From an optimization exercise on the open Yosys and OpenROAD flow, aimed at small area and a short achievable clock period; shortcuts taken in it are not production practice.
The RTL was checked by simulation tests, not by an equivalence proof against the original design.
No activity file was given, so power comes from the tool's default toggle rates.

==> design/flow/design.v <==
`timescale 1ns / 1ps
module wallace_tree #(
    parameter W  = 32,
    parameter g = 4
)(
    input  wire [(8*W)-1:0] pp_flat,
    input  wire signed [W-1:0] acc_in,
    output wire [(W)+g-1:0] row0,
    output wire [(W)+g-1:0] row1
);
    localparam WT = (W) + g;   
    wire [WT-1:0] pp [0:7];
    genvar j;
    generate
        for (j = 0; j < 8; j = j + 1) begin
            wire [W-1:0] pp_w;
            assign pp_w = pp_flat[(j+1)*W-1 -: W];
            assign pp[j] = {{(WT-W){pp_w[W-1]}}, pp_w};
        end
    endgenerate
    wire [WT-1:0] product_ext;
    assign product_ext = {{(WT-W){acc_in[W-1]}}, acc_in};
    wire [WT-1:0] s1_0, c1_0;
    wire [WT-1:0] s1_1, c1_1;
    wire [WT-1:0] s1_2, c1_2;
    genvar i;
    generate
        for (i = 0; i < WT; i = i + 1) begin
            fa fa1 (pp[0][i], pp[1][i], pp[2][i], s1_0[i], c1_0[i]);
            fa fa2 (pp[3][i], pp[4][i], pp[5][i], s1_1[i], c1_1[i]);
            fa fa3 (pp[6][i], pp[7][i], product_ext[i], s1_2[i], c1_2[i]);
        end
    endgenerate
    wire [WT-1:0] c1_0s = {c1_0[WT-2:0], 1'b0};
    wire [WT-1:0] c1_1s = {c1_1[WT-2:0], 1'b0};
    wire [WT-1:0] c1_2s = {c1_2[WT-2:0], 1'b0};
    wire [WT-1:0] c2_0, c2_1,s2_0,s2_1;
    wire [WT-1:0] c2_0s, c2_1s;
    generate
        for (i = 0; i < WT; i = i + 1) begin
            fa fa4 (s1_0[i], c1_0s[i], s1_2[i], s2_0[i], c2_0[i]);
            fa fa5 (s1_1[i], c1_1s[i], c1_2s[i], s2_1[i], c2_1[i]);
        end
    endgenerate
    assign c2_0s = {c2_0[WT-2:0], 1'b0};
    assign c2_1s = {c2_1[WT-2:0], 1'b0};
    wire [WT-1:0] c3_0,s3_0;
    wire [WT-1:0] c3_0s;
    generate
        for (i = 0; i < WT; i = i + 1) begin
            fa fa6 (s2_0[i], c2_0s[i], s2_1[i], s3_0[i], c3_0[i]);
        end
    endgenerate
    assign c3_0s = {c3_0[WT-2:0], 1'b0};
    wire [WT-1:0] c4_0;
    generate
        for (i = 0; i < WT; i = i + 1) begin
            fa fa7 (s3_0[i], c3_0s[i], c2_1s[i], row0[i], c4_0[i]);
        end
    endgenerate
    assign row1 = {c4_0[WT-2:0], 1'b0};
endmodule
module multiplier_16bit #(
parameter W=16,
parameter g=4
) (
    input  wire clk,
    input  wire rst,
    input  wire signed [W-1:0] a,
    input  wire signed [W-1:0] b,
    output reg  signed [2*W-1:0] product,
    output reg  signed [W-1:0]   a_out,
    output reg  signed [W-1:0]   b_out
);
    localparam WT = (2*W)+g;
    reg signed [2*W-1:0] acc_reg;
    wire signed [(8*2*W)-1:0] pp_flat;
    booth_radix4 booth (
        .a(a),
        .b(b),
        .pp_flat(pp_flat)
    );
    wire signed [WT-1:0] row0, row1;
    wallace_tree wt (
        .pp_flat(pp_flat),
        .acc_in (acc_reg),
        .row0   (row0),
        .row1   (row1)
    );
    wire signed [WT-1:0] final_sum_wide;
    carry_skip_adder cpa (
        .a   (row0),
        .b   (row1),
        .cin (1'b0),
        .sum (final_sum_wide),
        .cout()
    );
    always @(posedge clk) begin
        if (rst) begin
            product <= 0;
            acc_reg <= 0;
            a_out   <= 0;
            b_out   <= 0;
        end else begin
            product <= final_sum_wide[2*W-1:0];
            acc_reg <= final_sum_wide[2*W-1:0];
            a_out <= a;
            b_out <= b;
        end
    end
endmodule
module cla_4bit (
    input  wire [3:0] a, b,
    input  wire       cin,
    output wire [3:0] sum,
    output wire       cout,
    output wire       prop
);
    wire [3:0] g, p;
    wire [4:0] c;
    assign p = a ^ b;
    assign g = a & b;
    assign c[0] = cin;
    assign c[1] = g[0] | (p[0] & c[0]);
    assign c[2] = g[1] | (p[1] & c[1]);
    assign c[3] = g[2] | (p[2] & c[2]);
    assign c[4] = g[3] | (p[3] & c[3]);
    assign sum  = p ^ c[3:0];
    assign cout = c[4];
    assign prop = &p;
endmodule
module carry_skip_adder #(
    parameter W = 16,
    parameter g = 4
)(
    input  wire [(W*2)+g-1:0] a, b,
    input  wire         cin,
    output wire [(W*2)+g-1:0] sum,
    output wire         cout
);
    localparam WT = (2*W)+g;
    localparam BLOCKS = WT / 4;
    wire [BLOCKS:0] c;
    wire [BLOCKS-1:0] block_prop;
    assign c[0] = cin;
    genvar i;
    generate
        for (i = 0; i < BLOCKS; i = i + 1) begin : CSA
            wire cout_i;
            cla_4bit cla (
                .a   (a[i*4 +: 4]),
                .b   (b[i*4 +: 4]),
                .cin (c[i]),
                .sum (sum[i*4 +: 4]),
                .cout(cout_i),
                .prop(block_prop[i])
            );
            assign c[i+1] = block_prop[i] ? c[i] : cout_i;
        end
    endgenerate
    assign cout = c[BLOCKS];
endmodule
module booth_radix4 #(
    parameter W = 16
)(
    input  wire signed [W-1:0] a,
    input  wire signed [W-1:0] b,
    output wire signed [(8*2*W)-1:0] pp_flat
);
    wire signed [W:0]   a_ext = {a[W-1], a};
    wire        [W+1:0] b_ext = {b[W-1], b, 1'b0};
    genvar i;
    generate
        for (i = 0; i < 8; i = i + 1) begin : BOOTH
            wire [2:0] booth_bits = b_ext[2*i +: 3];
            reg  signed [W+1:0] mult;
            wire signed [2*W-1:0] pp_i;
            always @(*) begin
                case (booth_bits)
                    3'b000,
                    3'b111: mult = 0;
                    3'b001,
                    3'b010: mult = {{a_ext[W]}, a_ext};
                    3'b011: mult = {a_ext, 1'b0};
                    3'b100: mult = -{a_ext, 1'b0};
                    3'b101,
                    3'b110: mult = -{{a_ext[W]}, a_ext};
                    default: mult = 0;
                endcase
            end
            assign pp_i = $signed(mult) <<< (2*i);
            assign pp_flat[(i+1)*2*W-1 -: 2*W] = pp_i;
        end
    endgenerate
endmodule
module fa (
    input  wire a,
    input  wire b,
    input  wire c,
    output wire sum,
    output wire carry
);
    assign sum   = a ^ b ^ c;
    assign carry = (a & b) | (b & c) | (a & c);
endmodule
==> design/flow/run.sh <==
#!/bin/bash
# synth_recipe.tcl (not shown) runs the flow's synth.tcl, then flattens the netlist and writes it again
# the make line also repeats each setting of config.mk as NAME=value (left out here)
make -C /OpenROAD-flow-scripts/flow DESIGN_CONFIG=/design/flow/config.mk WORK_HOME=/design/flow/orfs CLKGATE_MAP_FILE= SYNTH_SCRIPT=/design/flow/synth_recipe.tcl finish
==> design/flow/config.mk <==
export PLATFORM = sky130hd
export DESIGN_NAME = multiplier_16bit
export DESIGN_NICKNAME = multiplier_16bit
export VERILOG_FILES = /design/flow/design.v
export SDC_FILE = /design/flow/constraint.sdc
export NUM_CORES = 4
export LEC_CHECK = 0
export CAP_MARGIN = 20
export CORE_MARGIN = 2
export CORE_UTILIZATION = 40
export SLEW_MARGIN = 20
==> design/flow/constraint.sdc <==
create_clock -name core_clock -period 20.0 [get_ports {clk}]
set_input_delay 4.0000 -clock core_clock [delete_from_list [all_inputs] [get_ports {clk}]]
set_output_delay 4.0000 -clock core_clock [all_outputs]
set_load 0.01 [all_outputs]
==> flow_summary.toml <==
[layout]
multi_input_comb_area_mm2 = 0.00980
design.final.nets = 1823
largest_register_ff_count = 32
area.sequential_mm2 = 0.00128
post-route-util_pct = 45.6
mostFrequentLayoutCell = "sky130_fd_sc_hd__inv_1"
final.fill_count = 3048
final_layout_size_suffix_gt1_share_pct = 9.76
most_frequent_cells_in_the_layout = "sky130_fd_sc_hd__inv_1, sky130_fd_sc_hd__fa_1, sky130_fd_sc_hd__nand2_1"
area_delta_synth_final_pct = 13.0

[worst_setup_path]
critPathLaunch = "a[2]"
end_kind = "register"
bufs_and_invs_on_worst_path = 7
cpLargestDelayFamily = "adder cells"
worst_ep_arrival_time_ps = 19530
critPathMaxFanout = 13
critical-path-top-cell-by-count = "sky130_fd_sc_hd__fa_1"
reg2reg_from = "acc_reg[3]"
worst_path_max_delay_cell = "sky130_fd_sc_hd__clkdlybuf4s50_1"
cp_data_required_time_ps = 20310
critical_path.startpoint_type = "primary input"
critical_path.max_stage_delay_ps = 580
worst-setup-path-type = "primary input to register"
flop_to_flop_setup_slack_ps = 5920

[logic_synthesis]
muxShareOfSynthArea_pct = 3.61
yosysTopAreaCellShare_pct = 27.3
synth_top_family_by_area = "adder cells"
synth.distinct_cells = 76
yosys.area_share.simple_pct = 13.8
synthXorXnorAreaFrac_pct = 5.50
synth_top_cell_by_area = "sky130_fd_sc_hd__fa_1"
ffs_latches_synth = 64
synth_compound_area_share_pct = 22.0
synth_edf_count = 0
synthFlopType = "sky130_fd_sc_hd__dfxtp_1"
yosysWarningCount = 3
synthesis.area_per_instance_um2 = 8.18
synth.top_cells.by_area = "sky130_fd_sc_hd__fa_1, sky130_fd_sc_hd__dfxtp_1, sky130_fd_sc_hd__inv_1"
synthesis.area_mm2 = 0.0126
asyncSetResetFlopFracSynth_pct = 0
postSynthNetCount = 1803
synth-adder-area-share_pct = 32.6
part_of_the_yosys_area_used_for_sequential_elements_pct = 10.1
netlist_instances = 1543

[floorplan]
die_outline_width_um = 182
start_util_pct = 40.3
die_area_mm2 = 0.0330
floorplan.die.height_um = 182
io_pins = 98
num_rows = 65
core_mm2 = 0.0313

[sta]
max-slew-margin-rel_pct = 25.0
finalSetupViolations = 0
period_minus_ws_final_ps = 19220
worst_pin_slew_ps = 1110
fmax_ghz = 0.0520
rsz_0062_raised_after_global_routing = "false"
fin_worst_skew_ps = 13.4
fin_worst_hold_slack_ps = 627
crit_share_post_route_pct = 96.1
report.final.hold_viol_count = 0
setup-tns-final_ps = 0
maxSlewViolCount = 0
worst_slack_ps = 781

[power]
ir_worst_vdd_v = 0.000241
switching_share_pct = 49.4
total_power_w = 0.00263
powerDensity_mw_per_mm2 = 184
total_switching_power_w = 0.00130
power_report.internal_total_w = 0.00133
clock_power_share_pct = 7.0
power_frac_seq_pct = 7.8
comb_power_share_pct = 85.2
power.leakage_nw = 6.25

[routing]
initialDrtViolationCount = 1463
via_count = 11927
postRouteAntennaNets = 0
drt-pass1-iter-count = 6
route.detailed.wl_per_inst_um = 23.9
drt_drc_violations_left = 0
vias_per_cell = 6.05
route.final.wire_length_mm = 47.1

[cts]
numCtsBuffers = 9
post-cts-setup-buffer-count = 0
clk_sinks = 64
cts_tree = "done"
h_tree_levels = 3
clock_insertion_delay_worst_skew_ps = 370
clkTransAtPathRegs_ps = 60
cts_root_buffer = "sky130_fd_sc_hd__clkbuf_16"
cts_max_path_buffers = 2

[run_status]
run_status = "complete, no violations"

[global_route]
grt_first_pass_wirelength_mm = 72.5
grt_overflow = 0
pin_count_of_the_biggest_net_entering_global_routing = 66
grt_usage_pct = 29.3
grt_antenna_before_repair = 2
number_of_global_route_vias_before_repair = 11899

[flow_run]
drv.max_cap_violation_count = 0

[place]
total_of_buffers_placed_on_input_and_output_ports = 97
dp_slack_ps = 206
hpwl_mm = 35.7
gp_congestion = 1.01

[hold_path]
hold_class = "register to register"
worstHoldStart = "acc_reg[0]"
==> worst paths after layout <==
path,to,cells after the start
max,acc_reg[31],57
max reg2reg,acc_reg[31],51
min reg2reg,acc_reg[0],2
min,acc_reg[0],2
==> through the flow <==
stage,area [um^2],instances
CTS,14200,1969
global placement,13900,1954
floorplan,12600,1543
detailed placement,13900,1954
finish,14300,1970
global route,14300,1970
==> power groups by stage <==
stage | combinational (W) | clock (W) | sequential (W)
floorplan | 0.00162 | 0 | 0.000199
global placement | 0.00222 | 0 | 0.000209
detailed placement | 0.00224 | 0 | 0.000208
CTS | 0.00229 | 0.000191 | 0.000206
global route | 0.00263 | 0.000195 | 0.000208
finish | 0.00224 | 0.000184 | 0.000204
==> worst register-to-register path, delay by kind of cell, from the launching register on <==
family	cells	cell delay (ps)
AOI/OAI and AO/OA	3	410
and+or+nand+nor	8	880
adders and majority gates	31	10840
DFF	1	380
muxes	3	810
buffers and inverters	3	170
xor gates and xnor gates	3	500
==> area by class of cell <==
| cell class | count | area share, % |
|---|---|---|
| inverters | 205 | 5.39 |
| multi-input cells | 1103 | 68.7 |
| clock buffers | 13 | 1.96 |
| clock inverters | 2 | 0.421 |
| flip-flops and latches | 64 | 8.98 |
| diodes | 1 | 0.0175 |
| well taps | 402 | 3.53 |
| repair buffers | 180 | 11.0 |
==> metal layers <==
layer	global-route usage, %	part of all wire [%]
met5	0	0
met2	44.8	44
met1	37.0	38
met3	5.68	9.2
met4	21.9	8.7
==> synth_stat cells, types with 7 or more instances <==
master / n
sky130_fd_sc_hd__a21o_1: 10
sky130_fd_sc_hd__a21oi_1: 74
sky130_fd_sc_hd__a221o_1: 10
sky130_fd_sc_hd__a221oi_1: 66
sky130_fd_sc_hd__a22o_1: 8
sky130_fd_sc_hd__a22oi_1: 19
sky130_fd_sc_hd__a31o_2: 7
sky130_fd_sc_hd__a31oi_1: 16
sky130_fd_sc_hd__and2_1: 12
sky130_fd_sc_hd__buf_1: 26
sky130_fd_sc_hd__buf_2: 10
sky130_fd_sc_hd__buf_4: 36
sky130_fd_sc_hd__clkbuf_1: 98
sky130_fd_sc_hd__dfxtp_1: 64
sky130_fd_sc_hd__fa_1: 172
sky130_fd_sc_hd__ha_1: 54
sky130_fd_sc_hd__inv_1: 199
sky130_fd_sc_hd__mux2i_1: 41
sky130_fd_sc_hd__nand2_1: 117
sky130_fd_sc_hd__nand2b_1: 7
sky130_fd_sc_hd__nand4_1: 9
sky130_fd_sc_hd__nor2_1: 103
sky130_fd_sc_hd__nor2b_1: 49
sky130_fd_sc_hd__nor3_1: 34
sky130_fd_sc_hd__o211ai_1: 14
sky130_fd_sc_hd__o21ai_0: 85
sky130_fd_sc_hd__o22ai_1: 18
sky130_fd_sc_hd__xnor2_1: 50
sky130_fd_sc_hd__xor2_1: 20
==> repair_timing <==
item                                    4_1_cts  5_1_grt
hold buffers                                  0        0
endpoints found under the setup margin        0        1
gates resized for setup                       0        5
==> cell families (layout without fill, tap and decap cells) <==
kind of cell,Yosys count,in the layout
other,0,1
DFF,64,64
and+or+nand+nor,362,362
xor gates and xnor gates,75,75
buffers and inverters,376,400
muxes,45,45
AOI/OAI and AO/OA,395,395
adders and majority gates,226,226

## separate check: timing with driven ports
Ports are ideal in the flow. The routed layout listed here was re-timed in OpenROAD.
Step 1: set_driving_cell puts a clkbuf_16 on clk and a buf_2 on each other input, an assumption about the parent block.
Step 2 times the ports against the registers' clock, not the clock port: input delays grow and output delays shrink by t, the midpoint of the rising clock arrivals with the driver on.
Slacks: no drivers / after step 1 / after step 2; pairs: no drivers / after step 1.
t, ns: 0.418
setup slack, ns: 0.781 / 0.811 / 0.392
worst data-port slew with drivers (ns): 0.10
After both steps setup and hold are still met in this run. For this run, drivers alone change the setup slack by +0.030 ns; drivers and shift together by -0.389 ns.
